What follows belongs to an exercise in optimizing a design on an open flow for small area and a short achievable clock period; a production flow would make more cautious choices.
In this exercise RTL edits were held to simulation tests only and were not proved equivalent to the original.

==> design/flow/design.v <==
module div_non_restore_pip #(parameter N = 16) (
	input          clk,
	input  [N-1:0] dividend,
	input  [N-1:0] divisor,
	output [N-1:0] quotient
);
	localparam H = N / 2;
	reg [N-1:0] R0, D0;
	reg [N:0]   R  [1:N-1];
	reg         QB [1:N-1];
	reg [N-1:0] D  [1:N-1];
	reg [N-1:0] Q  [1:N-1];
	reg [N-1:0] QO, QF;
	always @(posedge clk) begin
		R0 <= dividend;
		D0 <= divisor;
	end
	wire [N:0] r1 = {R0, 1'b0} - {1'b0, D0};
	always @(posedge clk) begin
		R[1]  <= r1;
		QB[1] <= ~r1[N];
		D[1]  <= D0;
		Q[1]  <= {N{1'b0}};
	end
	genvar s, j;
	generate
		for (s = 2; s <= N; s = s + 1) begin : stage
			wire        neg = R[s-1][N];
			wire        pos = QB[s-1];
			wire [N:0]  b;
			for (j = 0; j <= N; j = j + 1) begin : op
				wire dj = (j < N) ? D[s-1][j] : 1'b0;
				if (j < H) begin : lo
					assign b[j] = dj ^ pos;
				end else begin : hi
					assign b[j] = ~(dj ^ neg);
				end
			end
			wire [N:0] rn = {R[s-1][N-1:0], 1'b0} + b + {{N{1'b0}}, pos};
			if (s < N) begin : mid
				always @(posedge clk) begin
					R[s]  <= rn;
					QB[s] <= ~rn[N];
					D[s]  <= D[s-1];
					Q[s]  <= {Q[s-1][N-2:0], pos};
				end
			end else begin : last
				always @(posedge clk) begin
					QO <= {Q[N-1][N-3:0], pos, ~rn[N]};
					QF <= QO;
				end
			end
		end
	endgenerate
	assign quotient = QF;
endmodule
==> design/flow/flow/run.sh <==
#!/bin/bash
# Own flow: the standard layout, with the synthesis's final ABC mapping
# run from flow/abc.script (delay-oriented) instead of ORFS's abc_speed.script.
# flow/make_args, if present, holds extra make variable settings.
set -euo pipefail
W=$(pwd)
export MY_ABC_SCRIPT=$W/flow/abc.script
export MY_ABC_D=${MY_ABC_D:-1000}
EXTRA=()
if [[ -f flow/make_args ]]; then read -r -a EXTRA < flow/make_args; fi
cat flow/abc_override.tcl synth_recipe.tcl > my_synth.tcl
sed "s#SYNTH_SCRIPT=[^ ]*#SYNTH_SCRIPT=$W/my_synth.tcl#" standard.sh > my_standard.sh
bash my_standard.sh "${EXTRA[@]}" finish > flow.log 2>&1
==> design/flow/flow/abc.script <==
&get -n
&st
&dch
&nf -p
&put
buffer -p
upsize {D}
dnsize {D}
==> design/flow/flow/abc_override.tcl <==
# Use our own ABC script and delay target for the final technology mapping
# (the generic abc inside yosys synth is unchanged).
proc abc {args} {
  set here [file dirname [file normalize [info script]]]
  set i [lsearch $args -script]
  if {$i >= 0} { lset args [expr {$i+1}] $::env(MY_ABC_SCRIPT) }
  set i [lsearch $args -D]
  if {$i >= 0} { lset args [expr {$i+1}] $::env(MY_ABC_D) } else { lappend args -D $::env(MY_ABC_D) }
  puts "abc (own script): $args"
  yosys abc {*}$args
}
==> design/flow/flow/make_args <==
ADDER_MAP_FILE=
==> design/flow/standard.sh <==
#!/bin/bash
# synth_recipe.tcl (not shown) runs the flow's synth.tcl, then flattens the netlist and writes it again
# the make line also repeats each setting of config.mk as NAME=value (left out here)
make -C /OpenROAD-flow-scripts/flow DESIGN_CONFIG=/design/flow/config.mk WORK_HOME=/design/flow/orfs CLKGATE_MAP_FILE= SYNTH_SCRIPT=/design/flow/synth_recipe.tcl "${@:-finish}"
==> design/flow/config.mk <==
export PLATFORM = sky130hd
export DESIGN_NAME = div_non_restore_pip
export DESIGN_NICKNAME = div_non_restore_pip
export VERILOG_FILES = /design/flow/design.v
export SDC_FILE = /design/flow/constraint.sdc
export NUM_CORES = 4
export LEC_CHECK = 0
export CAP_MARGIN = 20
export CORE_MARGIN = 2
export CORE_UTILIZATION = 55
export CTS_BUF_LIST = sky130_fd_sc_hd__clkbuf_16
export CTS_CLUSTER_DIAMETER = 80
export CTS_CLUSTER_SIZE = 30
export PLACE_DENSITY = 0.75
export SETUP_SLACK_MARGIN = 2.3
export SLEW_MARGIN = 20
==> design/flow/constraint.sdc <==
create_clock -name core_clock -period 4.5 [get_ports {clk}]
set_input_delay 0.9000 -clock core_clock [delete_from_list [all_inputs] [get_ports {clk}]]
set_output_delay 0.9000 -clock core_clock [all_outputs]
set_load 0.01 [all_outputs]
==> results.yml, run 1 <==
outcome:
  outcome: "timing/DRC/antenna clean"
layout:
  num_antenna_cells: 0
  finalNetCount: 2778
  final_common_cell: "dfxtp_1"
  layout.cells.non_filler: 3427
  layout-drive-gt1-share_pct: 11.33
  areaGrowthSynthToFinish_pct: 12.57
  postLayoutCellArea_mm2: 0.03045
  fin_util_pct: 62.47
  final_cell_mix: "dfxtp_1, xnor2_1, nand2_1, o21ai_0, xor2_1"
yosys:
  synthesis.nets: 2726
  syn_area_per_cell_um2: 10.05
  yosys.area.top_type: "dfxtp_1"
  synth-edff-count: 0
  synth_async_sr_flop_share_pct: 0
  synth_seq_cells: 678
  synth_ff_type: "dfxtp_1"
  ys_warn_count: 5
  synthesis.area_mm2: 0.02705
  synth_cells: 2693
  ys_types: 69
  synth_top_area_share_pct: 50.17
  synthTopCellsByArea: "dfxtp_1, xnor2_1, xor2_1"
  ys_seq_area_share_pct: 50.17
placement:
  port_buffers: 48
  place_hpwl_um: 42500
  dpl_cell_area_mm2: 0.02810
  place_inst: 3361
  place.gp.congestion: 0.9098
hold_path:
  hold_start: "Q[6][2]"
  hold_depth: 0
  hold_class: "flip-flop to flip-flop"
setup_path:
  path_cells: "xnor3_2 > nand2b_4 > o21ai_1 > a21oi_1 > o31ai_2 > xnor2_1"
  r2r_cells: 6
  slowest_delay_ns: 0.47
  critPathKind: "flip-flop to flip-flop"
  worst_setup_path_start_kind: "flip-flop"
  cp.arrival_ns: 2.71
  critPathMaxFanout: 10
  cp-startpoint: "QB[5]"
  worstPathRequired_ns: 5.03
  r2r_start: "QB[5]"
  cpMaxStageDelayCell: "xnor3_2"
  cp-end-kind: "flip-flop"
grt:
  grt_max_degree: 31
  grt_pass1_vias: 17650
  grt-ovfl-total: 0
  grt_use_total_pct: 21.62
  grt_pass1_wl_um: 88550
  antenna_found_initial: 0
clock_tree:
  cts_tree: "done"
  htreeDepth: 1
  clk_latency_ns: 0.62
  root_buffer: "clkbuf_16"
  clk_pin_slew_ns: 0.10
  cts-buffers-inserted: 31
  clockBufferDepth: 3
  hold_buffers: 0
  cts.sinks: 678
drt:
  drc: 0
  drt-total-wl_um: 56710
  ant_nets: 0
  routedWlPerCell_um: 16.55
  viasPerCell: 5.193
  vias: 17800
  drtIter0Drc: 990
  dr.pass1.iters: 5
timing:
  period_share_pct: 48.44
  maxSlewHeadroom_pct: 65.61
  maxSlewViolCount: 0
  clock.fmax_mhz: 458.7
  holdWs_ns: 0.3337
  finClkSkew_ns: 0.01303
  setup_tns_ns: 0
  finalSetupViolCount: 0
  fin_crit_ns: 2.180
  tightestPinTransition_ns: 0.5141
  hold_viol: 0
  rsz0062_at_grt: "true"
floorplan:
  start_util_pct: 55.49
  dieWidth_um: 225.8
  row_count: 81
  io_pins: 49
  die_y_um: 225.8
  design.core.area_mm2: 0.04875
  dieArea_mm2: 0.05098
job:
  cap_viol_max_count: 0
-- final timing paths --
kind / endpoint / slack, ns
setup / recovery: R[6][13] / 2.32
hold / removal: Q[7][3] / 0.33
setup reg to reg: R[6][13] / 2.32
hold reg to reg: Q[7][3] / 0.33
-- synth_stat cells (all sizes together) (3+ instances only) --
master  number
nand2      342
o21ai      225
dfxtp      678
nand2b      26
o21bai      10
o31a         3
o21ba        6
a21boi       7
xnor3       10
nor4         4
o21a        45
o311ai      18
o221ai       6
a31oi       34
nor3         7
buf         30
o211a        6
a21o        47
or2          9
o31ai       29
nand3       10
nand4        6
xor2       220
nor2b       35
a21oi      108
xnor2      495
a211oi       6
inv          9
maj3         8
nor2       192
o211ai      10
clkbuf      14
a221oi       9
and2         9
-- repair_timing --
action / CTS / global route
pin swaps: 2 / 21
setup endpoints to repair: 162 / 114
setup buffers: 4 / 11
gates resized for setup: 94 / 163
-- cell type report --
| type | count | area [µm²] |
|---|---|---|
| fill | 3971 | 18300 |
| multi-input combinational | 1962 | 14300 |
| sequential | 678 | 13660 |
| tap | 664 | 830.8 |
| clock buffer | 31 | 775.7 |
| timing repair buffer | 63 | 585.6 |
| clock inverter | 20 | 259.0 |
| inverter | 9 | 33.78 |
-- state kept, by name, indices dropped and copies added (netlist names) --
signal,count
R,254
QF,16
D,240
QB,15
Q,105
D0,16
R0,16
QO,16
-- metal layers --
metal | part of all wire, % | vias up | GRT usage [%]
met1 | 48 | 8379 | 29.64
met2 | 46 | 279 | 36.52
met3 | 2.8 | 79 | 2.082
met5 | 0 | - | 0
li1 | - | 9058 | -
met4 | 2.7 | 0 | 5.725
-- cell families after synthesis --
| kind of cell | share of synthesized area [%] |
|---|---|
| AO/OA/AOI/OAI | 14.31 |
| multiplexers | 0.08325 |
| flip-flops | 50.17 |
| XOR/XNOR | 24.10 |
| adder cells (fa/ha/maj) | 0.3099 |
| buffers and inverters | 1.082 |
| AND/OR/NAND/NOR | 9.944 |
-- worst max-delay path: cells and delay by family (launching register included) --
family | cells | cell delay [ns]
AOI/OAI and AO/OA | 3 | 0.80
DFF | 1 | 0.46
and+or+nand+nor | 1 | 0.16
xor gates and xnor gates | 2 | 0.67
-- through the flow --
stage          worst slack, ns
5_1_grt                  2.210
6_report                 2.320
3_5_place_dp             1.781
4_1_cts                  2.302
3_3_place_gp             1.837
2_1_floorplan            2.449
==> run 2, diff against run 1 <==
--- a/design/flow/config.mk
+++ b/design/flow/config.mk
@@ -7,10 +7,10 @@
 export LEC_CHECK = 0
 export CAP_MARGIN = 20
 export CORE_MARGIN = 2
-export CORE_UTILIZATION = 55
+export CORE_UTILIZATION = 50
 export CTS_BUF_LIST = sky130_fd_sc_hd__clkbuf_16
 export CTS_CLUSTER_DIAMETER = 80
 export CTS_CLUSTER_SIZE = 30
-export PLACE_DENSITY = 0.75
+export PLACE_DENSITY = 0.7
 export SETUP_SLACK_MARGIN = 2.3
 export SLEW_MARGIN = 20
==> run 2 against run 1 <==
Net effect:
- critical endpoint is now R[7][10]
- global-route usage fell by 2.0 points
- fmax increased by 0.78%
- register-to-register slack gained 0.02 ns
- utilization down 5.4 points
- cell area is 0.73% higher
- sequential share of layout area fell by 0.36 points
- non-clock buffer count is 9 higher
- sequential cell count unchanged
==> results.yml, run 2 <==
layout:
  nFillCells: 4552
  postLayoutCellArea_mm2: 0.03068
  final_common_cell: "dfxtp_1"
  top_regs: "R (254), D (240), Q (105)"
  finalNetCount: 2787
  largest_reg_flops: 254
  largest_register: "R"
  num_antenna_cells: 0
  final_cell_mix: "dfxtp_1, xnor2_1, nand2_1, o21ai_0, xor2_1"
  layout-drive-gt1-share_pct: 12.24
  areaGrowthSynthToFinish_pct: 13.39
  layout.cells.non_filler: 3466
drt:
  dr.pass1.iters: 5
  wl_met2_um: 25380
  drt-total-wl_um: 56640
  top_layer_used: "met5"
  viasPerCell: 5.159
  wl_met3_um: 1840
  vias: 17880
  ant_nets: 0
  wl_met1_um: 28100
  drtIter0Drc: 1048
  drc: 0
  routedWlPerCell_um: 16.34
placement:
  place_inst: 3393
  place.gp.congestion: 0.9031
  port_buffers: 48
  dpl_cell_area_mm2: 0.02814
  place_hpwl_um: 42460
setup_path:
  slowest_delay_ns: 0.39
  cp.arrival_ns: 2.65
  critPathMaxFanout: 6
  cpMaxStageDelayCell: "dfxtp_4"
  worst_setup_path_start_kind: "flip-flop"
  path_cells: "buf_4 > xor2_1 > xnor2_2 > nor2_1 > a21o_4 > a21oi_1 > o21ai_0 > xnor2_1"
  r2r_cells: 8
  cp-end-kind: "flip-flop"
  worstPathRequired_ns: 4.99
  critPathKind: "flip-flop to flip-flop"
hold_path:
  hold_depth: 0
  hold_class: "flip-flop to flip-flop"
clock_tree:
  htreeDepth: 1
  cts.sinks: 678
  cts-buffers-inserted: 31
  clockBufferDepth: 3
  cts_tree: "done"
  clk_latency_ns: 0.64
  clk_pin_slew_ns: 0.11
  root_buffer: "clkbuf_16"
timing:
  rsz0062_at_grt: "true"
  setup_tns_ns: 0
  finClkSkew_ns: 0.04873
  clock.fmax_mhz: 462.3
  fin_crit_ns: 2.163
  maxSlewViolCount: 0
  holdWs_ns: 0.3275
  finalSetupViolCount: 0
  tightestPinTransition_ns: 0.6113
  hold_viol: 0
  period_share_pct: 48.07
  maxSlewHeadroom_pct: 58.82
job:
  cap_viol_max_count: 0
yosys:
  synth_ff_type: "dfxtp_1"
  synth-compound-area-share_pct: 14.31
  ys_warn_count: 5
  yosys.area.top_type: "dfxtp_1"
  synthesis.area_mm2: 0.02705
  synth_async_sr_flop_share_pct: 0
  synthSimpleGateAreaFrac_pct: 9.944
  syn_area_per_cell_um2: 10.05
  synth_seq_cells: 678
  synth_top_area_share_pct: 50.17
  synthTopCellsByArea: "dfxtp_1, xnor2_1, xor2_1"
  yosysMostFrequentCell: "dfxtp_1"
  synth.mux.area_fraction_pct: 0.08325
  synth-edff-count: 0
  ys_types: 69
  synthesis.nets: 2726
  ys_seq_area_share_pct: 50.17
  synth_cells: 2693
  synth_top_family_by_area: "XOR/XNOR gates"
  synth_xor_area_share_pct: 24.10
  synthAdderAreaFrac_pct: 0.3099
  synth_commonest_cells: "dfxtp_1, xnor2_1, nand2_1"
floorplan:
  row_count: 85
  die_y_um: 236.6
  start_util_pct: 50.37
  dieArea_mm2: 0.05598
  dieWidth_um: 236.6
  io_pins: 49
  design.core.area_mm2: 0.05371
outcome:
  outcome: "timing/DRC/antenna clean"
grt:
  grt-ovfl-total: 0
  grt_max_degree: 31
  grt_use_total_pct: 19.62
  antenna_found_initial: 1
  grt_pass1_vias: 17910
  grt_pass1_wl_um: 90450
==> run 2: cell count changes in the layout (fill, tap and decap cells not counted), moves of 5 or more <==
cell	previous run	this run
xnor2_2	73	89
o31ai_2	11	6
nor2_1	190	185
a31oi_2	16	11
xnor2_1	421	406
==> run 2: kinds of logic after synthesis <==
logic type,count (synthesis)
AOI/OAI and AO/OA,585
xor gates and xnor gates,725
adders and majority gates,8
buffers and inverters,53
DFF,678
muxes,2
and+or+nand+nor,642
==> run 2: layout make-up <==
class	instances	area, µm²	share of cell area [%]
multi-input cells	1962	14470	47.18
clock buffers	31	775.7	2.529
flip-flops and latches	678	13650	44.51
clock inverters	18	207.7	0.6771
well taps	696	870.8	2.839
inverters	9	33.78	0.1101
repair buffers	72	660.6	2.154
==> run 2: worst paths after layout <==
check / from / to / slack, ns
max: QB[6] / R[7][10] / 2.34
min: Q[6][0] / Q[7][1] / 0.33
max reg2reg: QB[6] / R[7][10] / 2.34
min reg2reg: Q[6][0] / Q[7][1] / 0.33
==> run 2: worst max-delay path, delay by kind of cell (launching register included) <==
family	cells	cell delay, ns
buffers and inverters	1	0.14
AOI/OAI and AO/OA	3	0.77
and+or+nand+nor	1	0.09
DFF	1	0.39
xor gates and xnor gates	3	0.64
==> run 2: routing by layer <==
layer / up-vias / GRT usage (%)
met3: 92 / 2.238
met5: - / 0
met2: 323 / 32.01
met4: 2 / 4.699
li1: 9080 / -
met1: 8384 / 27.86
==> run 2: repair_timing <==
action                                  CTS  global route
pin swaps                                 2            22
hold buffers                              0             0
resized for setup                        93           185
setup buffers                             3            21
cloned                                    0             0
endpoints found under the setup margin  158           109
==> run 2: stage by stage <==
stage,util [%],setup slack [ns]
after global routing,57.12,2.141
final,57.12,2.337
after global placement,52.40,1.897
after detailed placement,52.40,1.882
after CTS,54.70,2.228
after floorplan,-,2.449
==> run 3, diff against run 2 <==
==> design/flow/flow/run.sh (replaced) <==
#!/bin/bash
# Own flow: the standard layout, with the synthesis's final ABC mapping
# run from flow/abc.script (delay-oriented) instead of ORFS's abc_speed.script,
# and the port buffers made with buf_2 cells.
# flow/make_args, if present, holds extra make variable settings.
set -euo pipefail
W=$(pwd)
export MY_ABC_SCRIPT=$W/flow/abc.script
export MY_ABC_D=${MY_ABC_D:-1000}
export BUFFER_PORTS_ARGS="-buffer_cell sky130_fd_sc_hd__buf_2"
EXTRA=()
if [[ -f flow/make_args ]]; then read -r -a EXTRA < flow/make_args; fi
cat flow/abc_override.tcl synth_recipe.tcl > my_synth.tcl
sed "s#SYNTH_SCRIPT=[^ ]*#SYNTH_SCRIPT=$W/my_synth.tcl#" standard.sh > my_standard.sh
bash my_standard.sh "${EXTRA[@]}" finish > flow.log 2>&1
--- a/design/flow/config.mk
+++ b/design/flow/config.mk
@@ -11,6 +11,8 @@
 export CTS_BUF_LIST = sky130_fd_sc_hd__clkbuf_16
 export CTS_CLUSTER_DIAMETER = 80
 export CTS_CLUSTER_SIZE = 30
+export GPL_ROUTABILITY_DRIVEN = 0
 export PLACE_DENSITY = 0.7
 export SETUP_SLACK_MARGIN = 2.3
 export SLEW_MARGIN = 20
+export TNS_END_PERCENT = 50
==> run 3 against run 2 <==
Net effect:
- routed wire length shrank 3.5%
- synthesized area is the same
- cell count shrank 0.40%
- highest routed layer is now met4
- synthesized cell count is the same
- largest cell class unchanged
==> results.yml, run 3 <==
layout:
  finalNetCount: 2774
  top_regs: "R (254), D (240), Q (105)"
  num_antenna_cells: 0
  largest_register: "R"
  areaGrowthSynthToFinish_pct: 10.05
  final_common_cell: "dfxtp_1"
  layout.cells.non_filler: 3452
  fin_util_pct: 55.43
  layout-drive-gt1-share_pct: 11.21
  final_cell_mix: "dfxtp_1, xnor2_1, nand2_1, o21ai_0, xor2_1"
  largest_reg_flops: 254
timing:
  clock.fmax_mhz: 441.2
  setup_tns_ns: 0
  maxSlewHeadroom_pct: 55.49
  maxSlewViolCount: 0
  hold_viol: 0
  finalSetupViolCount: 0
  tightestPinTransition_ns: 0.6606
  period_share_pct: 50.37
  fin_crit_ns: 2.267
  rsz0062_at_grt: "true"
  holdWs_ns: 0.3338
  finClkSkew_ns: 0.03004
yosys:
  synthTopCellsByArea: "dfxtp_1, xnor2_1, xor2_1"
  synth_ff_type: "dfxtp_1"
  ys_seq_area_share_pct: 50.17
  synth_cells: 2693
  synth_commonest_cells: "dfxtp_1, xnor2_1, nand2_1"
  synth-edff-count: 0
  yosysMostFrequentCell: "dfxtp_1"
  synth_async_sr_flop_share_pct: 0
  synthesis.nets: 2726
  synthesis.area_mm2: 0.02705
  syn_area_per_cell_um2: 10.05
  synth_seq_cells: 678
  synth_top_area_share_pct: 50.17
  ys_types: 69
  yosys.area.top_type: "dfxtp_1"
  ys_warn_count: 5
drt:
  drc: 0
  routedWlPerCell_um: 15.82
  vias: 17950
  viasPerCell: 5.199
  dr.pass1.iters: 5
  drt-total-wl_um: 54630
  drtIter0Drc: 1054
  ant_nets: 0
grt:
  grt-ovfl-total: 0
  grt_max_degree: 31
  grt_pass1_wl_um: 87660
  grt_use_total_pct: 18.90
  grt_pass1_vias: 17900
  antenna_found_initial: 2
setup_path:
  critPathMaxFanout: 6
  critPathKind: "flip-flop to flip-flop"
  cp-startpoint: "QB[6]"
  rr_endpoint: "R[7][11]"
  worst_setup_path_start_kind: "flip-flop"
  r2r_start: "QB[6]"
  worstPathRequired_ns: 5.01
  endpoint: "R[7][11]"
  cp.arrival_ns: 2.77
  r2r_cells: 8
  cp-end-kind: "flip-flop"
  r2r_slack_ns: 2.23
floorplan:
  dieWidth_um: 236.6
  design.core.area_mm2: 0.05371
  start_util_pct: 50.37
  dieArea_mm2: 0.05598
  die_y_um: 236.6
  row_count: 85
  io_pins: 49
clock_tree:
  clk_latency_ns: 0.63
  cts_tree: "done"
  cts.sinks: 678
  clk_pin_slew_ns: 0.10
  cts-buffers-inserted: 29
  root_buffer: "clkbuf_16"
  htreeDepth: 1
  clockBufferDepth: 3
hold_path:
  hold_start: "Q[13][10]"
  hold_class: "flip-flop to flip-flop"
outcome:
  outcome: "timing/DRC/antenna clean"
placement:
  port_buffers: 48
  place_hpwl_um: 41480
  place_inst: 3393
job:
  cap_viol_max_count: 0
## run 3: cell types whose count changed in the layout (fill, tap and decap cells not counted), sizes merged
cell           change
inv                -5
dlygate4sd2       -16
clkdlybuf4s50     -32
clkbuf             -3
buf               +38
clkinv             +2
clkinvlp           +2
## run 3: worst min path at each step
stage | endpoint | cells past startpoint | slack (ns)
2_1_floorplan | QF[0] | 0 | 0.31
3_3_place_gp | Q[13][8] | 0 | 0.31
3_5_place_dp | Q[12][7] | 0 | 0.31
4_1_cts | D0[3] | 1 | 0.33
5_1_grt | D0[3] | 1 | 0.32
6_report | Q[14][11] | 0 | 0.33
## run 3: cells by family (layout without fill, tap and decap cells)
logic type               after synthesis  count (layout)  share of synthesized area [%]
XOR/XNOR                             725             725                          24.10
flip-flops                           678             678                          50.17
AND/OR/NAND/NOR                      642             642                          9.944
AO/OA/AOI/OAI                        585             585                          14.31
buffers and inverters                 53             116                          1.082
adder cells (fa/ha/maj)                8               8                         0.3099
multiplexers                           2               2                        0.08325
## run 3: what timing repair did
item,in CTS,in global routing
pin swaps,5,15
endpoints found under the setup margin,137,133
setup buffers,0,13
hold buffers,0,0
resized for setup,57,128
## run 3: worst max-delay path: stages, from the launching register on
cell	delay, ns
dfxtp_4	0.39
clkbuf_4	0.19
xor2_2	0.20
xnor2_2	0.26
o21ai_0	0.20
a21o_1	0.19
a31oi_2	0.25
o21ai_0	0.16
xnor2_1	0.32
## run 3: metal layers
metal  track usage [%]  wire, µm  share of wire, %  vias up
li1                  -         -                 -     9057
met4             3.702       986               1.8        0
met5                 0         0                 0        -
met1             27.26     27390                50     8435
met2             30.70     24240                44      383
met3             2.122      2013               3.7       73
## run 3: final cells by class
class                      count  area [µm²]
timing repair buffer          61       341.6
inverter                       9       33.78
sequential                   678       13650
multi-input combinational   1962       13980
clock inverter                17       168.9
tap                          696       870.8
clock buffer                  29       725.7
fill                        4577       23940
## run 3: through the flow
step / setup slack, ns / cell area [µm²]
2_1_floorplan: 2.449 / 27050
3_3_place_gp: 1.988 / 27900
3_5_place_dp: 1.954 / 27900
4_1_cts: 2.176 / 28980
5_1_grt: 2.134 / 29770
6_report: 2.233 / 29770
==> run 4, diff against run 3 <==
--- a/design/flow/config.mk
+++ b/design/flow/config.mk
@@ -7,12 +7,12 @@
 export LEC_CHECK = 0
 export CAP_MARGIN = 20
 export CORE_MARGIN = 2
-export CORE_UTILIZATION = 50
+export CORE_UTILIZATION = 58
 export CTS_BUF_LIST = sky130_fd_sc_hd__clkbuf_16
 export CTS_CLUSTER_DIAMETER = 80
 export CTS_CLUSTER_SIZE = 30
 export GPL_ROUTABILITY_DRIVEN = 0
-export PLACE_DENSITY = 0.7
+export PLACE_DENSITY = 0.75
 export SETUP_SLACK_MARGIN = 2.3
 export SLEW_MARGIN = 20
 export TNS_END_PERCENT = 50
==> run 4 against run 3 <==
Net effect:
- die area decreased by 14%
- synthesized cell count unchanged
- still clean on timing, DRC and antenna
==> results.yml, run 4 <==
outcome:
  outcome: "timing/DRC/antenna clean"
yosys:
  ys_warn_count: 5
  synth-edff-count: 0
  yosysMostFrequentCell: "dfxtp_1"
  synth_top_family_by_area: "XOR/XNOR gates"
  synth.mux.area_fraction_pct: 0.08325
  yosys.area.top_type: "dfxtp_1"
  synth_cells: 2693
  ys_seq_area_share_pct: 50.17
  synth_top_area_share_pct: 50.17
  synth_ff_type: "dfxtp_1"
  synth_seq_cells: 678
  synth_commonest_cells: "dfxtp_1, xnor2_1, nand2_1"
  synthesis.area_mm2: 0.02705
  synth-compound-area-share_pct: 14.31
  synthTopCellsByArea: "dfxtp_1, xnor2_1, xor2_1"
  synthesis.nets: 2726
  syn_area_per_cell_um2: 10.05
  synthAdderAreaFrac_pct: 0.3099
  synth_xor_area_share_pct: 24.10
  synth_async_sr_flop_share_pct: 0
  synthSimpleGateAreaFrac_pct: 9.944
  ys_types: 69
floorplan:
  row_count: 79
  die_y_um: 220.0
  dieArea_mm2: 0.04838
  dieWidth_um: 220.0
  io_pins: 49
  start_util_pct: 58.48
  design.core.area_mm2: 0.04626
layout:
  multi_input_area_mm2: 0.01418
  postLayoutCellArea_mm2: 0.02994
  fin_util_pct: 64.72
  final_cell_mix: "dfxtp_1, xnor2_1, nand2_1, o21ai_0, xor2_1"
  num_antenna_cells: 0
  largest_reg_flops: 254
  layout-drive-gt1-share_pct: 12.34
  final_common_cell: "dfxtp_1"
  nFillCells: 3602
  largest_register: "R"
  top_regs: "R (254), D (240), Q (105)"
  finalNetCount: 2782
  areaGrowthSynthToFinish_pct: 10.67
  seq_area_mm2: 0.01365
drt:
  vias: 18140
  ant_nets: 0
  viasPerCell: 5.382
  drc: 0
  drtIter0Drc: 1179
  drt-total-wl_um: 55410
  dr.pass1.iters: 6
  routedWlPerCell_um: 16.44
placement:
  port_buffers: 48
  dpl_cell_area_mm2: 0.02779
  place_hpwl_um: 41400
timing:
  clock.fmax_mhz: 449.9
  finClkSkew_ns: 0.01799
  hold_viol: 0
  setup_tns_ns: 0
  rsz0062_at_grt: "true"
  maxSlewHeadroom_pct: 66.34
  fin_crit_ns: 2.223
  maxSlewViolCount: 0
  finalSetupViolCount: 0
  period_share_pct: 49.39
  holdWs_ns: 0.3265
  tightestPinTransition_ns: 0.5013
job:
  cap_viol_max_count: 0
grt:
  grt_pass1_wl_um: 87630
  grt_pass1_vias: 17890
  antenna_found_initial: 3
  grt_use_total_pct: 22.33
  grt-ovfl-total: 0
  grt_max_degree: 31
clock_tree:
  cts-buffers-inserted: 30
  clockBufferDepth: 3
  htreeDepth: 1
  clk_pin_slew_ns: 0.11
  cts_tree: "done"
  cts.sinks: 678
  root_buffer: "clkbuf_16"
  clk_latency_ns: 0.61
  hold_buffers: 0
setup_path:
  critPathMaxFanout: 9
  critPathKind: "flip-flop to flip-flop"
  worstPathRequired_ns: 4.98
  cp.arrival_ns: 2.70
  worst_setup_path_start_kind: "flip-flop"
  cp-end-kind: "flip-flop"
hold_path:
  hold_class: "flip-flop to flip-flop"
[run 4: cell counts after synthesis]
No cell type changed its count.
[run 4: cell families (layout without fill, tap and decap cells)]
kind of cell               count (synthesis)  after routing
DFF                                      678            678
adders and majority gates                  8              8
muxes                                      2              2
xor gates and xnor gates                 725            725
AOI/OAI and AO/OA                        585            585
and+or+nand+nor                          642            642
buffers and inverters                     53            123
[run 4: timing repair]
item,in CTS,in global routing
resized for setup,59,157
buffers inserted,0,20
pin swaps,2,25
endpoints found under the setup margin,131,126
[run 4: layer usage]
layer  wire (µm)  vias up  global-route usage [%]
li1            -     9046                       -
met1       26450     8477                   31.30
met2       24850      493                   36.09
met3        2323      121                   2.429
met4        1779        2                   7.248
met5          10        -                       0
[run 4: worst max-delay path: stages (launching register included)]
cell and delay, ns:
dfxtp_2 0.50, xnor2_1 0.15, xnor2_1 0.32, o21ai_0 0.22, a221oi_1 0.47, o311ai_4 0.21
xor2_1 0.22
[run 4: final timing paths]
path,startpoint,end,slack [ns],cells after the start
max,R[5][16],QB[6],2.28,6
min,Q[10][2],Q[11][3],0.33,0
max reg2reg,R[5][16],QB[6],2.28,6
min reg2reg,Q[10][2],Q[11][3],0.33,0
[run 4: final cells by class]
class	instances	share of cell area (%)
clock buffers	31	2.591
clock inverters	15	0.5224
inverters	9	0.1128
multi-input cells	1962	47.36
flip-flops and latches	678	45.58
well taps	607	2.537
repair buffers	68	1.300
[run 4: through the flow]
stage / cells / setup WS [ns]
floorplan: 2693 / 2.449
global placement: 3304 / 1.986
detailed placement: 3304 / 1.932
CTS: 3350 / 2.159
global route: 3370 / 2.171
finish: 3370 / 2.277
==> run 5, diff against run 4 <==
--- a/design/flow/config.mk
+++ b/design/flow/config.mk
@@ -7,7 +7,7 @@
 export LEC_CHECK = 0
 export CAP_MARGIN = 20
 export CORE_MARGIN = 2
-export CORE_UTILIZATION = 58
+export CORE_UTILIZATION = 55
 export CTS_BUF_LIST = sky130_fd_sc_hd__clkbuf_16
 export CTS_CLUSTER_DIAMETER = 80
 export CTS_CLUSTER_SIZE = 30
==> run 5 against run 4 <==
Net effect:
- clock skew increased by 0.0097 ns
- synthesized cell count did not move
- critical path depth rose by 1
- synthesized area stayed put
- clock-buffer cell count decreased by 3
- setup slack gained 0.035 ns
- register-to-register slack better by 0.03 ns
- via count fell by 0.82%
- cell count rose by 1.2%
- sequential cell count unchanged
- critical endpoint is now R[7][12]
==> results.yml, run 5 <==
yosys:
  synthTopCellsByArea: "dfxtp_1, xnor2_1, xor2_1"
  synthesis.nets: 2726
  synth_async_sr_flop_share_pct: 0
  ys_seq_area_share_pct: 50.17
  syn_area_per_cell_um2: 10.05
  yosysMostFrequentCell: "dfxtp_1"
  synthesis.area_mm2: 0.02705
  yosys.area.top_type: "dfxtp_1"
  synth_commonest_cells: "dfxtp_1, xnor2_1, nand2_1"
  synth_top_area_share_pct: 50.17
  ys_warn_count: 5
  synth_cells: 2693
  ys_types: 69
  synth_ff_type: "dfxtp_1"
  synth-edff-count: 0
  synth_seq_cells: 678
floorplan:
  row_count: 81
  start_util_pct: 55.49
  dieArea_mm2: 0.05098
  dieWidth_um: 225.8
  design.core.area_mm2: 0.04875
  io_pins: 49
  die_y_um: 225.8
placement:
  dpl_cell_area_mm2: 0.02786
  place_inst: 3361
  dp_slack_ns: 1.982
  port_buffers: 48
  place_hpwl_um: 40560
clock_tree:
  htreeDepth: 1
  hold_buffers: 0
  cts_tree: "done"
  clockBufferDepth: 3
  root_buffer: "clkbuf_16"
  clk_latency_ns: 0.62
  cts-buffers-inserted: 28
  cts.sinks: 678
  clk_pin_slew_ns: 0.11
timing:
  finClkSkew_ns: 0.02772
  hold_viol: 0
  setup_ws_ns: 2.312
  setup_tns_ns: 0
  finalSetupViolCount: 0
  rsz0062_at_grt: "true"
  tightestPinTransition_ns: 0.5484
  maxSlewViolCount: 0
  fin_crit_ns: 2.188
  period_share_pct: 48.62
  clock.fmax_mhz: 457.0
  maxSlewHeadroom_pct: 62.50
layout:
  num_antenna_cells: 0
  layout-drive-gt1-share_pct: 10.52
  postLayoutCellArea_mm2: 0.02954
  largest_register: "R"
  largest_reg_flops: 254
  layout.cells.non_filler: 3410
  finalNetCount: 2769
  final_common_cell: "dfxtp_1"
  areaGrowthSynthToFinish_pct: 9.181
  top_regs: "R (254), D (240), Q (105)"
  final_cell_mix: "dfxtp_1, xnor2_1, nand2_1, o21ai_0, xor2_1"
grt:
  grt-ovfl-total: 0
  grt_max_degree: 31
  grt_pass1_vias: 17460
  grt_use_total_pct: 20.67
  antenna_found_initial: 0
  grt_pass1_wl_um: 86300
hold_path:
  hold_class: "flip-flop to flip-flop"
setup_path:
  critPathMaxFanout: 10
  cpMaxStageDelayCell: "dfxtp_4"
  cp_common_cell: "o21ai_0"
  path_cells: "xor2_1 > xnor2_2 > o21ai_0 > a21o_1 > a31oi_2 > o21ai_0 > xnor2_1"
  critPathKind: "flip-flop to flip-flop"
  cp.arrival_ns: 2.70
  worst_setup_path_start_kind: "flip-flop"
  cp-end-kind: "flip-flop"
  critPathTopFamily: "compound AO/OA/AOI/OAI gates"
  worstPathRequired_ns: 5.01
  path_buf_inv: 0
  slowest_delay_ns: 0.45
drt:
  drtIter0Drc: 1158
  top_layer_used: "met4"
  viasPerCell: 5.276
  wl_met1_um: 26410
  routedWlPerCell_um: 15.67
  dr.pass1.iters: 6
  drc: 0
  wl_met3_um: 2013
  wl_met2_um: 23560
  ant_nets: 0
  vias: 17990
  drt-total-wl_um: 53450
outcome:
  outcome: "timing/DRC/antenna clean"
job:
  cap_viol_max_count: 0
-- run 5: cell counts after synthesis --
No cell type changed its count.
-- run 5: per-stage QoR --
| stage | hold WS [ns] | utilization (%) |
|---|---|---|
| 3_3_place_gp | 0.3107 | 57.16 |
| 6_report | 0.3359 | 60.59 |
| 2_1_floorplan | 0.3096 | - |
| 4_1_cts | 0.3346 | 59.27 |
| 5_1_grt | 0.3394 | 60.59 |
| 3_5_place_dp | 0.3121 | 57.16 |
-- run 5: what timing repair did --
item | in CTS | in global routing
resized for setup | 59 | 107
endpoints found under the setup margin | 138 | 114
pin swaps | 3 | 8
buffers inserted | 1 | 8
-- run 5: worst reg2reg max path, cell delays in order (launching register included) --
cell,delay [ns]
dfxtp_4,0.45
xor2_1,0.34
xnor2_2,0.19
o21ai_0,0.18
a21o_1,0.21
a31oi_2,0.29
o21ai_0,0.17
xnor2_1,0.26
-- run 5: cells by family after synthesis --
family | Yosys count | synth area share, %
xor gates and xnor gates | 725 | 24.10
DFF | 678 | 50.17
AOI/OAI and AO/OA | 585 | 14.31
buffers and inverters | 53 | 1.082
muxes | 2 | 0.08325
adders and majority gates | 8 | 0.3099
and+or+nand+nor | 642 | 9.944
-- run 5: metal layers --
| layer | GRT usage [%] | vias up |
|---|---|---|
| met2 | 33.37 | 449 |
| li1 | - | 9042 |
| met4 | 5.661 | 0 |
| met3 | 1.965 | 99 |
| met5 | 0 | - |
| met1 | 29.58 | 8401 |
-- run 5: worst paths after layout --
check          start        to  slack (ns)  depth (start not counted)
max            QB[6]  R[7][12]        2.31                          7
min          Q[9][3]  Q[10][4]        0.34                          0
max reg2reg    QB[6]  R[7][12]        2.31                          7
min reg2reg  Q[9][3]  Q[10][4]        0.34                          0
-- run 5: final cells by class --
cell class | instances | area (µm²)
timing repair buffer | 57 | 311.5
multi-input combinational | 1962 | 13890
clock buffer | 28 | 700.7
inverter | 9 | 33.78
clock inverter | 12 | 118.9
fill | 3930 | 19210
tap | 664 | 830.8
sequential | 678 | 13650
==> run 6, diff against run 5 <==
--- a/design/flow/config.mk
+++ b/design/flow/config.mk
@@ -15,4 +15,3 @@
 export PLACE_DENSITY = 0.75
 export SETUP_SLACK_MARGIN = 2.3
 export SLEW_MARGIN = 20
-export TNS_END_PERCENT = 50
==> run 6 against run 5 <==
Net effect:
- still clean
- critical path depth is the same
- first-iteration DRC count is 2.3% higher
- register-to-register slack gained 0.02 ns
- clock-buffer cell count is the same
- clock skew fell by 0.00087 ns
- critical path type unchanged
- largest cell class unchanged
==> results.yml, run 6 <==
outcome:
  outcome: "timing/DRC/antenna clean"
yosys:
  ys_types: 69
  synth-compound-area-share_pct: 14.31
  synthAdderAreaFrac_pct: 0.3099
  yosysMostFrequentCell: "dfxtp_1"
  synthesis.area_mm2: 0.02705
  synth_top_family_by_area: "XOR/XNOR gates"
  syn_area_per_cell_um2: 10.05
  ys_seq_area_share_pct: 50.17
  synth_async_sr_flop_share_pct: 0
  synth_commonest_cells: "dfxtp_1, xnor2_1, nand2_1"
  synth.mux.area_fraction_pct: 0.08325
  synth_seq_cells: 678
  synthSimpleGateAreaFrac_pct: 9.944
  yosys.area.top_type: "dfxtp_1"
  synth_top_area_share_pct: 50.17
  synthTopCellsByArea: "dfxtp_1, xnor2_1, xor2_1"
  synth_cells: 2693
  synth_xor_area_share_pct: 24.10
  synth_ff_type: "dfxtp_1"
  ys_warn_count: 5
  synth-edff-count: 0
  synthesis.nets: 2726
grt:
  grt_max_degree: 31
  grt_pass1_wl_um: 86300
  grt-ovfl-total: 0
  grt_pass1_vias: 17460
  antenna_found_initial: 1
  grt_use_total_pct: 20.67
layout:
  final_common_cell: "dfxtp_1"
  layout-drive-gt1-share_pct: 11.93
  num_antenna_cells: 0
  finalNetCount: 2773
  final_cell_mix: "dfxtp_1, xnor2_1, nand2_1, o21ai_0, xor2_1"
  top_regs: "R (254), D (240), Q (105)"
  nFillCells: 3898
  largest_reg_flops: 254
  largest_register: "R"
  areaGrowthSynthToFinish_pct: 10.22
setup_path:
  cp-end-kind: "flip-flop"
  r2r_slack_ns: 2.33
  cp.arrival_ns: 2.69
  r2r_cells: 7
  rr_endpoint: "R[7][12]"
  endpoint: "R[7][12]"
  worstPathRequired_ns: 5.01
  worst_setup_path_start_kind: "flip-flop"
  critPathKind: "flip-flop to flip-flop"
  cp-startpoint: "QB[6]"
  critPathMaxFanout: 10
  r2r_start: "QB[6]"
timing:
  setup_tns_ns: 0
  hold_viol: 0
  finalSetupViolCount: 0
  maxSlewHeadroom_pct: 62.50
  holdWs_ns: 0.3346
  fin_crit_ns: 2.171
  rsz0062_at_grt: "true"
  finClkSkew_ns: 0.02685
  setup_ws_ns: 2.329
  clock.fmax_mhz: 460.6
  period_share_pct: 48.24
  tightestPinTransition_ns: 0.5484
  maxSlewViolCount: 0
job:
  cap_viol_max_count: 0
clock_tree:
  htreeDepth: 1
  clk_pin_slew_ns: 0.10
  clk_latency_ns: 0.62
  cts_tree: "done"
  root_buffer: "clkbuf_16"
  cts-buffers-inserted: 28
  cts.sinks: 678
  clockBufferDepth: 3
placement:
  place_hpwl_um: 40560
  port_buffers: 48
  dp_slack_ns: 1.982
drt:
  vias: 18080
  viasPerCell: 5.296
  drtIter0Drc: 1185
  routedWlPerCell_um: 15.80
  drc: 0
  drt-total-wl_um: 53930
  ant_nets: 0
  dr.pass1.iters: 7
floorplan:
  dieWidth_um: 225.8
  io_pins: 49
  dieArea_mm2: 0.05098
  die_y_um: 225.8
  row_count: 81
  design.core.area_mm2: 0.04875
  start_util_pct: 55.49
hold_path:
  hold_class: "flip-flop to flip-flop"
-- run 6: cell types whose count changed in the layout (fill, tap and decap cells not counted), moves of 3 or more --
cell | previous run | this run
xnor2_2 | 53 | 71
o31ai_1 | 21 | 18
xor2_2 | 14 | 17
xnor2_1 | 442 | 424
buf_4 | 8 | 11
xor2_1 | 205 | 202
a31oi_1 | 18 | 15
o31ai_2 | 6 | 9
o21ai_0 | 210 | 207
-- run 6: timing repair --
item                       4_1_cts  5_1_grt
hold buffers                     0        0
pin swaps                        3       13
buffers inserted                 1       12
gates resized for setup         63      147
setup endpoints to repair      138      112
-- run 6: stage by stage --
stage               area (µm²)  std cells  utilization, %
detailed placement       27860       3361           57.16
finish                   29820       3414           61.17
floorplan                27050       2693               -
CTS                      28900       3402           59.29
global placement         27860       3361           57.16
global route             29820       3414           61.17
-- run 6: final cells by class --
cell class | count | area [µm²] | share of cell area (%)
multi-input cells | 1962 | 14140 | 47.43
clock inverters | 12 | 118.9 | 0.3986
repair buffers | 61 | 339.1 | 1.137
flip-flops and latches | 678 | 13650 | 45.79
well taps | 664 | 830.8 | 2.786
inverters | 9 | 33.78 | 0.1133
clock buffers | 28 | 700.7 | 2.350
-- run 6: worst min path at each step --
stage / from / slack, ns / end / cells after the start
2_1_floorplan: QO[0] / 0.31 / QF[0] / 0
3_3_place_gp: QO[11] / 0.31 / QF[11] / 0
3_5_place_dp: Q[10][5] / 0.31 / Q[11][6] / 0
4_1_cts: Q[14][8] / 0.33 / Q[15][9] / 0
5_1_grt: divisor[3] / 0.34 / D0[3] / 1
6_report: Q[14][8] / 0.33 / Q[15][9] / 0
-- run 6: cell families after synthesis --
group,after synthesis
compound gates,585
xor+xnor,725
fa+ha+maj,8
buf+inv,53
flops,678
mux,2
simple gates,642
-- run 6: layer usage --
| metal | vias to the layer above | share of wire [%] | GRT usage (%) | routed length [µm] |
|---|---|---|---|---|
| met5 | - | 0 | 0 | 0 |
| met4 | 0 | 2.8 | 5.661 | 1512 |
| met3 | 112 | 3.6 | 1.965 | 1922 |
| met2 | 469 | 44 | 33.37 | 23840 |
| met1 | 8451 | 49 | 29.58 | 26650 |
| li1 | 9047 | - | - | - |
-- run 6: worst max-delay path: stages (launching register included) --
cell and delay [ns]:
dfxtp_4 0.44, xor2_1 0.33, xnor2_2 0.19, o21ai_0 0.18
a21o_1 0.21, a31oi_2 0.29, o21ai_0 0.18, xnor2_1 0.24
==> run 7, diff against run 6 <==
--- a/design/flow/config.mk
+++ b/design/flow/config.mk
@@ -15,3 +15,4 @@
 export PLACE_DENSITY = 0.75
 export SETUP_SLACK_MARGIN = 2.3
 export SLEW_MARGIN = 20
+export TNS_END_PERCENT = 25
==> run 7 against run 6 <==
Net effect:
- global-route usage hardly changed
- critical path depth stayed put
- cell area fell by 1.6%
- register-to-register slack lost 0.08 ns
- via count shrank 1.0%
- largest cell class unchanged
- clock skew increased by 0.0022 ns
- first-iteration DRC count up 9.5%
- sequential cell count unchanged
==> results.yml, run 7 <==
outcome:
  outcome: "timing/DRC/antenna clean"
grt:
  grt_pass1_wl_um: 86220
  antenna_found_initial: 0
  grt-ovfl-total: 0
  grt_max_degree: 31
  grt_pass1_vias: 17440
  grt_use_total_pct: 20.65
yosys:
  synth_seq_cells: 678
  ys_warn_count: 5
  synth_cells: 2693
  synthTopCellsByArea: "dfxtp_1, xnor2_1, xor2_1"
  synthesis.nets: 2726
  synth_top_area_share_pct: 50.17
  synthesis.area_mm2: 0.02705
  syn_area_per_cell_um2: 10.05
  yosys.area.top_type: "dfxtp_1"
  synth_commonest_cells: "dfxtp_1, xnor2_1, nand2_1"
  synth_ff_type: "dfxtp_1"
  synth-edff-count: 0
  ys_seq_area_share_pct: 50.17
  synth_async_sr_flop_share_pct: 0
  ys_types: 69
  yosysMostFrequentCell: "dfxtp_1"
setup_path:
  cp_common_cell: "o21ai_0"
  r2r_slack_ns: 2.25
  cpMaxStageDelayCell: "dfxtp_1"
  slowest_delay_ns: 0.45
  worst_setup_path_start_kind: "flip-flop"
  rr_endpoint: "R[7][11]"
  path_cells: "xor2_1 > xnor2_2 > o21ai_0 > a21o_1 > a31oi_1 > o21ai_0 > xnor2_1"
  critPathMaxFanout: 4
  worstPathRequired_ns: 4.99
  cp-end-kind: "flip-flop"
  cp.arrival_ns: 2.74
  r2r_cells: 7
  path_buf_inv: 0
  critPathTopFamily: "XOR/XNOR gates"
  critPathKind: "flip-flop to flip-flop"
  r2r_start: "D[6][6]"
layout:
  final_cell_mix: "dfxtp_1, xnor2_1, nand2_1, o21ai_0, xor2_1"
  top_regs: "R (254), D (240), Q (105)"
  areaGrowthSynthToFinish_pct: 8.409
  nFillCells: 3977
  largest_reg_flops: 254
  final_common_cell: "dfxtp_1"
  num_antenna_cells: 0
  layout-drive-gt1-share_pct: 9.592
  largest_register: "R"
  finalNetCount: 2765
drt:
  dr.pass1.iters: 5
  drt-total-wl_um: 53050
  vias: 17900
  drc: 0
  drtIter0Drc: 1298
  viasPerCell: 5.254
  routedWlPerCell_um: 15.57
  ant_nets: 0
floorplan:
  start_util_pct: 55.49
  dieWidth_um: 225.8
  die_y_um: 225.8
  dieArea_mm2: 0.05098
  design.core.area_mm2: 0.04875
  io_pins: 49
  row_count: 81
timing:
  finClkSkew_ns: 0.02903
  period_share_pct: 50.07
  fin_crit_ns: 2.253
  rsz0062_at_grt: "true"
  hold_viol: 0
  setup_tns_ns: 0
  tightestPinTransition_ns: 0.5484
  maxSlewHeadroom_pct: 62.50
  maxSlewViolCount: 0
  finalSetupViolCount: 0
  clock.fmax_mhz: 443.8
clock_tree:
  htreeDepth: 1
  hold_buffers: 0
  cts_tree: "done"
  clockBufferDepth: 3
  cts.sinks: 678
  root_buffer: "clkbuf_16"
  cts-buffers-inserted: 28
  clk_pin_slew_ns: 0.11
  clk_latency_ns: 0.62
hold_path:
  hold_start: "Q[9][3]"
  hold_depth: 0
  hold_path_end: "Q[10][4]"
  hold_class: "flip-flop to flip-flop"
placement:
  port_buffers: 48
  place_hpwl_um: 40560
job:
  cap_viol_max_count: 0
## run 7: cell type report
| class | instances | area, µm² | area share, % |
|---|---|---|---|
| clock buffers | 28 | 700.7 | 2.389 |
| clock inverters | 12 | 118.9 | 0.4053 |
| inverters | 9 | 33.78 | 0.1152 |
| multi-input cells | 1962 | 13720 | 46.78 |
| flip-flops and latches | 678 | 13650 | 46.53 |
| well taps | 664 | 830.8 | 2.833 |
| repair buffers | 53 | 277.8 | 0.9471 |
## run 7: cells by family (layout without fill, tap and decap cells)
group           Yosys count  in the layout  synth area share [%]
compound gates          585            585                 14.31
flops                   678            678                 50.17
simple gates            642            642                 9.944
mux                       2              2               0.08325
fa+ha+maj                 8              8                0.3099
xor+xnor                725            725                 24.10
buf+inv                  53            102                 1.082
## run 7: routing by layer
metal / global-route usage [%] / vias up / wire (µm)
met5: 0 / - / 0
met2: 33.33 / 428 / 23480
li1: - / 9025 / -
met3: 1.965 / 100 / 1889
met1: 29.55 / 8343 / 26250
met4: 5.661 / 0 / 1433
## run 7: what timing repair did
item | in CTS | in global routing
endpoints found under the setup margin | 138 | 121
setup buffers | 1 | 4
gates resized for setup | 48 | 88
pin swaps | 3 | 8
## run 7: metrics by stage
stage               utilization, %  worst slack, ns  std cells  hold slack (ns)  cell area, µm²
floorplan                        -            2.449       2693           0.3096           27050
finish                       60.16            2.247       3406           0.3354           29330
detailed placement           57.16            1.982       3361           0.3121           27860
CTS                          59.17            2.133       3402           0.3346           28840
global route                 60.16            2.186       3406           0.3395           29330
global placement             57.16            1.994       3361           0.3107           27860
## run 7: worst max path at each step
stage | to | cells after the start | start
finish | R[7][11] | 7 | D[6][6]
global route | R[7][12] | 7 | QB[6]
floorplan | R[7][13] | 7 | QB[6]
CTS | QB[15] | 6 | R[14][16]
global placement | R[6][13] | 6 | QB[5]
detailed placement | R[6][13] | 6 | QB[5]
==> run 8, diff against run 7 <==
--- a/design/flow/config.mk
+++ b/design/flow/config.mk
@@ -15,4 +15,4 @@
 export PLACE_DENSITY = 0.75
 export SETUP_SLACK_MARGIN = 2.3
 export SLEW_MARGIN = 20
-export TNS_END_PERCENT = 25
+export TNS_END_PERCENT = 75
==> run 8 against run 7 <==
Net effect:
- cell area is 1.2% higher
- hold slack hardly changed
- cell count is 0.21% higher
- clock-buffer cell count stayed put
- critical path type unchanged
- sequential cell count stayed put
- critical endpoint is now R[9][11]
- synthesized area stayed put
- critical path depth stayed put
- largest cell class unchanged
- register-to-register slack better by 0.07 ns
- first-iteration DRC count is 9.4% lower
==> results.yml, run 8 <==
timing:
  finClkSkew_ns: 0.02848
  tightestPinTransition_ns: 0.5484
  period_share_pct: 48.45
  hold_viol: 0
  finalSetupViolCount: 0
  setup_tns_ns: 0
  clock.fmax_mhz: 458.7
  maxSlewViolCount: 0
  fin_crit_ns: 2.180
  rsz0062_at_grt: "true"
  maxSlewHeadroom_pct: 62.50
setup_path:
  path_cells: "xor2_1 > xnor2_1 > o21ai_0 > a21o_1 > a31oi_1 > o21ai_0 > xnor2_1"
  critPathKind: "flip-flop to flip-flop"
  cp.arrival_ns: 2.66
  worstPathRequired_ns: 4.98
  worst_setup_path_start_kind: "flip-flop"
  slowest_delay_ns: 0.46
  cpMaxStageDelayCell: "dfxtp_1"
  critPathMaxFanout: 4
  cp-end-kind: "flip-flop"
floorplan:
  design.core.area_mm2: 0.04875
  dieWidth_um: 225.8
  io_pins: 49
  row_count: 81
  dieArea_mm2: 0.05098
  die_y_um: 225.8
  start_util_pct: 55.49
drt:
  dr.pass1.iters: 8
  drt-total-wl_um: 53610
  drtIter0Drc: 1176
  ant_nets: 0
  routedWlPerCell_um: 15.71
  vias: 18070
  drc: 0
  viasPerCell: 5.293
placement:
  place_hpwl_um: 40560
  port_buffers: 48
  dpl_cell_area_mm2: 0.02786
clock_tree:
  clockBufferDepth: 3
  clk_pin_slew_ns: 0.11
  htreeDepth: 1
  clk_latency_ns: 0.62
  cts_tree: "done"
  root_buffer: "clkbuf_16"
  cts.sinks: 678
  hold_buffers: 0
  cts-buffers-inserted: 28
yosys:
  synthTopCellsByArea: "dfxtp_1, xnor2_1, xor2_1"
  synth_commonest_cells: "dfxtp_1, xnor2_1, nand2_1"
  synthesis.area_mm2: 0.02705
  ys_seq_area_share_pct: 50.17
  syn_area_per_cell_um2: 10.05
  synth_ff_type: "dfxtp_1"
  ys_warn_count: 5
  synth_top_area_share_pct: 50.17
  yosys.area.top_type: "dfxtp_1"
  ys_types: 69
  synthesis.nets: 2726
  yosysMostFrequentCell: "dfxtp_1"
  synth_cells: 2693
  synth-edff-count: 0
  synth_seq_cells: 678
  synth_async_sr_flop_share_pct: 0
grt:
  globalRouteMet1Util_pct: 29.58
  grtUsageMet2_pct: 33.37
  grt_max_degree: 31
  grt_use_total_pct: 20.67
  met3_usage_pct: 1.965
  grt.busiest_layer: "met2"
  antenna_found_initial: 1
  grt_pass1_vias: 17460
  grt_pass1_wl_um: 86300
  grt-ovfl-total: 0
layout:
  final_cell_mix: "dfxtp_1, xnor2_1, nand2_1, o21ai_0, xor2_1"
  largest_reg_flops: 254
  top_regs: "R (254), D (240), Q (105)"
  largest_register: "R"
  layout-drive-gt1-share_pct: 11.28
  final_common_cell: "dfxtp_1"
  areaGrowthSynthToFinish_pct: 9.731
  postLayoutCellArea_mm2: 0.02968
  num_antenna_cells: 0
  finalNetCount: 2772
outcome:
  outcome: "timing/DRC/antenna clean"
job:
  cap_viol_max_count: 0
hold_path:
  hold_class: "flip-flop to flip-flop"
run 8: cell counts after synthesis:
No cell type changed its count.
run 8: per-stage QoR:
| stage | std cells | hold slack [ns] | setup WS [ns] | utilization (%) |
|---|---|---|---|---|
| floorplan | 2693 | 0.3096 | 2.449 | - |
| global placement | 3361 | 0.3107 | 1.994 | 57.16 |
| detailed placement | 3361 | 0.3121 | 1.982 | 57.16 |
| CTS | 3402 | 0.3346 | 2.242 | 59.28 |
| global route | 3413 | 0.3394 | 2.191 | 60.89 |
| finish | 3413 | 0.3357 | 2.320 | 60.89 |
run 8: kinds of logic (layout without fill, tap and decap cells):
family,after synthesis,in the layout,share of synthesized area (%)
DFF,678,678,50.17
AOI/OAI and AO/OA,585,585,14.31
buffers and inverters,53,109,1.082
muxes,2,2,0.08325
adders and majority gates,8,8,0.3099
and+or+nand+nor,642,642,9.944
xor gates and xnor gates,725,725,24.10
run 8: path summary, 6_finish.rpt:
path | start | to | slack [ns] | cells past startpoint
worst max-delay path | D[8][6] | R[9][11] | 2.32 | 7
worst max register to register | D[8][6] | R[9][11] | 2.32 | 7
worst min register to register | Q[9][3] | Q[10][4] | 0.34 | 0
worst min-delay path | Q[9][3] | Q[10][4] | 0.34 | 0
run 8: layer usage:
metal / part of all wire [%] / wire length, µm
met2: 44 / 23700
met3: 3.8 / 2025
met1: 49 / 26410
met4: 2.8 / 1477
met5: 0 / 0
run 8: critical path: cells and delay by family (launching register included):
| family | cells | cell delay [ns] |
|---|---|---|
| xor gates and xnor gates | 3 | 0.65 |
| DFF | 1 | 0.46 |
| AOI/OAI and AO/OA | 4 | 0.94 |
run 8: what timing repair did:
action	in CTS	in global routing
gates resized for setup	62	128
pin swaps	3	13
setup buffers	1	11
setup endpoints to repair	138	113
run 8: cell type report:
class	count	area, µm²
clock buffers	28	700.7
clock inverters	12	118.9
well taps	664	830.8
multi-input cells	1962	14010
inverters	9	33.78
flip-flops and latches	678	13650
fillers	3909	19060
repair buffers	60	334.1
==> run 9, diff against run 8 <==
--- a/design/flow/config.mk
+++ b/design/flow/config.mk
@@ -11,8 +11,6 @@
 export CTS_BUF_LIST = sky130_fd_sc_hd__clkbuf_16
 export CTS_CLUSTER_DIAMETER = 80
 export CTS_CLUSTER_SIZE = 30
-export GPL_ROUTABILITY_DRIVEN = 0
 export PLACE_DENSITY = 0.75
 export SETUP_SLACK_MARGIN = 2.3
 export SLEW_MARGIN = 20
-export TNS_END_PERCENT = 75
==> run 9 against run 8 <==
Net effect:
- largest cell class unchanged
- critical path depth unchanged
- first-iteration DRC count decreased by 5.3%
- synthesized area unchanged
- sequential share of layout area is 0.87 points lower
- non-clock buffer count increased by 9
- fmax decreased by 2.5%
- highest routed layer unchanged
- cell count increased by 0.50%
- setup slack got worse by 0.057 ns
- clock-buffer cell count is 3 higher
- synthesized cell count did not move
- clock skew up 0.011 ns
==> results.yml, run 9 <==
outcome:
  outcome: "timing/DRC/antenna clean"
setup_path:
  cp-startpoint: "QB[14]"
  worstPathRequired_ns: 5.02
  worst_setup_path_start_kind: "flip-flop"
  cp-end-kind: "flip-flop"
  cp.arrival_ns: 2.76
  r2r_slack_ns: 2.26
  critPathMaxFanout: 9
  cp_common_cell: "xor2_1"
  endpoint: "R[15][15]"
  slowest_delay_ns: 0.41
  r2r_cells: 7
  r2r_start: "QB[14]"
  critPathKind: "flip-flop to flip-flop"
  cpMaxStageDelayCell: "dfxtp_4"
  rr_endpoint: "R[15][15]"
  path_cells: "xor2_1 > xnor2_1 > o21ai_0 > a21o_1 > a31oi_1 > o221ai_1 > xor2_1"
clock_tree:
  clk_latency_ns: 0.64
  cts.sinks: 678
  cts_tree: "done"
  clk_pin_slew_ns: 0.10
  clockBufferDepth: 3
  htreeDepth: 1
  cts-buffers-inserted: 31
  root_buffer: "clkbuf_16"
  hold_buffers: 0
floorplan:
  design.core.area_mm2: 0.04875
  dieArea_mm2: 0.05098
  row_count: 81
  die_y_um: 225.8
  dieWidth_um: 225.8
  start_util_pct: 55.49
  io_pins: 49
yosys:
  synth_cells: 2693
  ys_seq_area_share_pct: 50.17
  syn_area_per_cell_um2: 10.05
  synth_commonest_cells: "dfxtp_1, xnor2_1, nand2_1"
  synth_async_sr_flop_share_pct: 0
  synthesis.area_mm2: 0.02705
  synthesis.nets: 2726
  synth_top_area_share_pct: 50.17
  synth_ff_type: "dfxtp_1"
  ys_types: 69
  synth-edff-count: 0
  yosys.area.top_type: "dfxtp_1"
  synth_seq_cells: 678
  yosysMostFrequentCell: "dfxtp_1"
  synthTopCellsByArea: "dfxtp_1, xnor2_1, xor2_1"
  ys_warn_count: 5
drt:
  ant_nets: 0
  drt-total-wl_um: 54780
  drtIter0Drc: 1114
  drc: 0
  vias: 18010
  routedWlPerCell_um: 15.97
  viasPerCell: 5.251
  dr.pass1.iters: 5
layout:
  num_antenna_cells: 0
  layout-drive-gt1-share_pct: 13.23
  largest_reg_flops: 254
  top_regs: "R (254), D (240), Q (105)"
  nFillCells: 3914
  final_common_cell: "dfxtp_1"
  largest_register: "R"
  final_cell_mix: "dfxtp_1, xnor2_1, nand2_1, o21ai_0, xor2_1"
  finalNetCount: 2784
  areaGrowthSynthToFinish_pct: 11.90
  layout.cells.non_filler: 3430
  fin_util_pct: 62.10
grt:
  grt.busiest_layer: "met2"
  grt_use_total_pct: 21.03
  grt-ovfl-total: 0
  antenna_found_initial: 0
  globalRouteMet1Util_pct: 30.10
  met3_usage_pct: 2.264
  grt_max_degree: 31
  grt_pass1_vias: 17690
  grtUsageMet2_pct: 33.69
  grt_pass1_wl_um: 87350
placement:
  place.gp.congestion: 0.9418
  place_hpwl_um: 41230
  port_buffers: 48
  place_inst: 3361
hold_path:
  hold_class: "flip-flop to flip-flop"
timing:
  finalSetupViolCount: 0
  hold_viol: 0
  period_share_pct: 49.71
  setup_tns_ns: 0
  clock.fmax_mhz: 447.1
  tightestPinTransition_ns: 0.5633
  rsz0062_at_grt: "true"
  fin_crit_ns: 2.237
  maxSlewHeadroom_pct: 62.10
  finClkSkew_ns: 0.03907
  maxSlewViolCount: 0
job:
  cap_viol_max_count: 0
## run 9: cell counts after synthesis
Identical to the previous run, type by type.
## run 9: repair_timing
item / CTS / global route
pin swaps: 3 / 18
setup buffers: 1 / 20
resized for setup: 66 / 179
endpoints found under the setup margin: 137 / 113
## run 9: critical path, delay by kind of cell, from the launching register on
family          cells  cell delay [ns]
compound gates      4             0.97
xor+xnor            3             0.74
flops               1             0.41
## run 9: kinds of logic after synthesis
family	count (synthesis)	synth area share, %
AO/OA/AOI/OAI	585	14.31
XOR/XNOR	725	24.10
adder cells (fa/ha/maj)	8	0.3099
buffers and inverters	53	1.082
flip-flops	678	50.17
multiplexers	2	0.08325
AND/OR/NAND/NOR	642	9.944
## run 9: how the worst min path moves through the flow
stage,start,to,depth (start not counted)
detailed placement,Q[15][10],QO[12],0
floorplan,QO[0],QF[0],0
finish,Q[8][1],Q[9][2],0
global placement,Q[15][10],QO[12],0
global route,divisor[2],D0[2],1
CTS,Q[6][0],Q[7][1],0
## run 9: metal layers
layer	wire, µm	share of wire (%)
met1	26730	49
met5	0	0
met3	2237	4.1
met2	24280	44
met4	1532	2.8
## run 9: area by class of cell
type | instances | area (µm²) | area share (%)
clock inverter | 17 | 254.0 | 0.8391
clock buffer | 31 | 775.7 | 2.563
timing repair buffer | 69 | 394.1 | 1.302
sequential | 678 | 13660 | 45.12
tap | 664 | 830.8 | 2.745
multi-input combinational | 1962 | 14330 | 47.32
inverter | 9 | 33.78 | 0.1116
## run 9: metrics by stage
step / hold slack, ns / instance area [µm²] / setup WS, ns
5_1_grt: 0.3217 / 30270 / 2.118
3_5_place_dp: 0.3121 / 27860 / 1.884
3_3_place_gp: 0.3101 / 27860 / 1.923
4_1_cts: 0.3156 / 29090 / 2.181
2_1_floorplan: 0.3096 / 27050 / 2.449
6_report: 0.3129 / 30270 / 2.263

-- re-timing with driven ports --
The flow's constraints put no driver on any port. The routed layouts listed below were extracted and timed again, unchanged, in two steps. Step 1: set_driving_cell puts a clkbuf_16 on clk and a buf_2 on each other input, an assumption about the parent block. Step 2 also shifts input and output timing later by t, the mid clock arrival at the registers, as if the neighbouring blocks saw the same clock. Three values: no drivers, after step 1, after step 2; two values: the first two.
| run | t (ns) | setup WS [ns] | worst setup path after step 2 |
|---|---|---|---|
| run 1 | 0.677 | 2.320 / 2.320 / 2.320 | register to register |
| run 2 | 0.679 | 2.337 / 2.309 / 2.337 | register to register |
| run 3 | 0.675 | 2.233 / 2.233 / 2.233 | register to register |
| run 4 | 0.657 | 2.277 / 2.277 / 2.277 | register to register |
| run 5 | 0.662 | 2.312 / 2.312 / 2.312 | register to register |
| run 6 | 0.663 | 2.329 / 2.329 / 2.329 | register to register |
| run 7 | 0.662 | 2.247 / 2.247 / 2.247 | register to register |
| run 8 | 0.661 | 2.320 / 2.320 / 2.320 | register to register |
| run 9 | 0.675 | 2.263 / 2.263 / 2.263 | register to register |
After both steps every run listed still meets setup and hold.
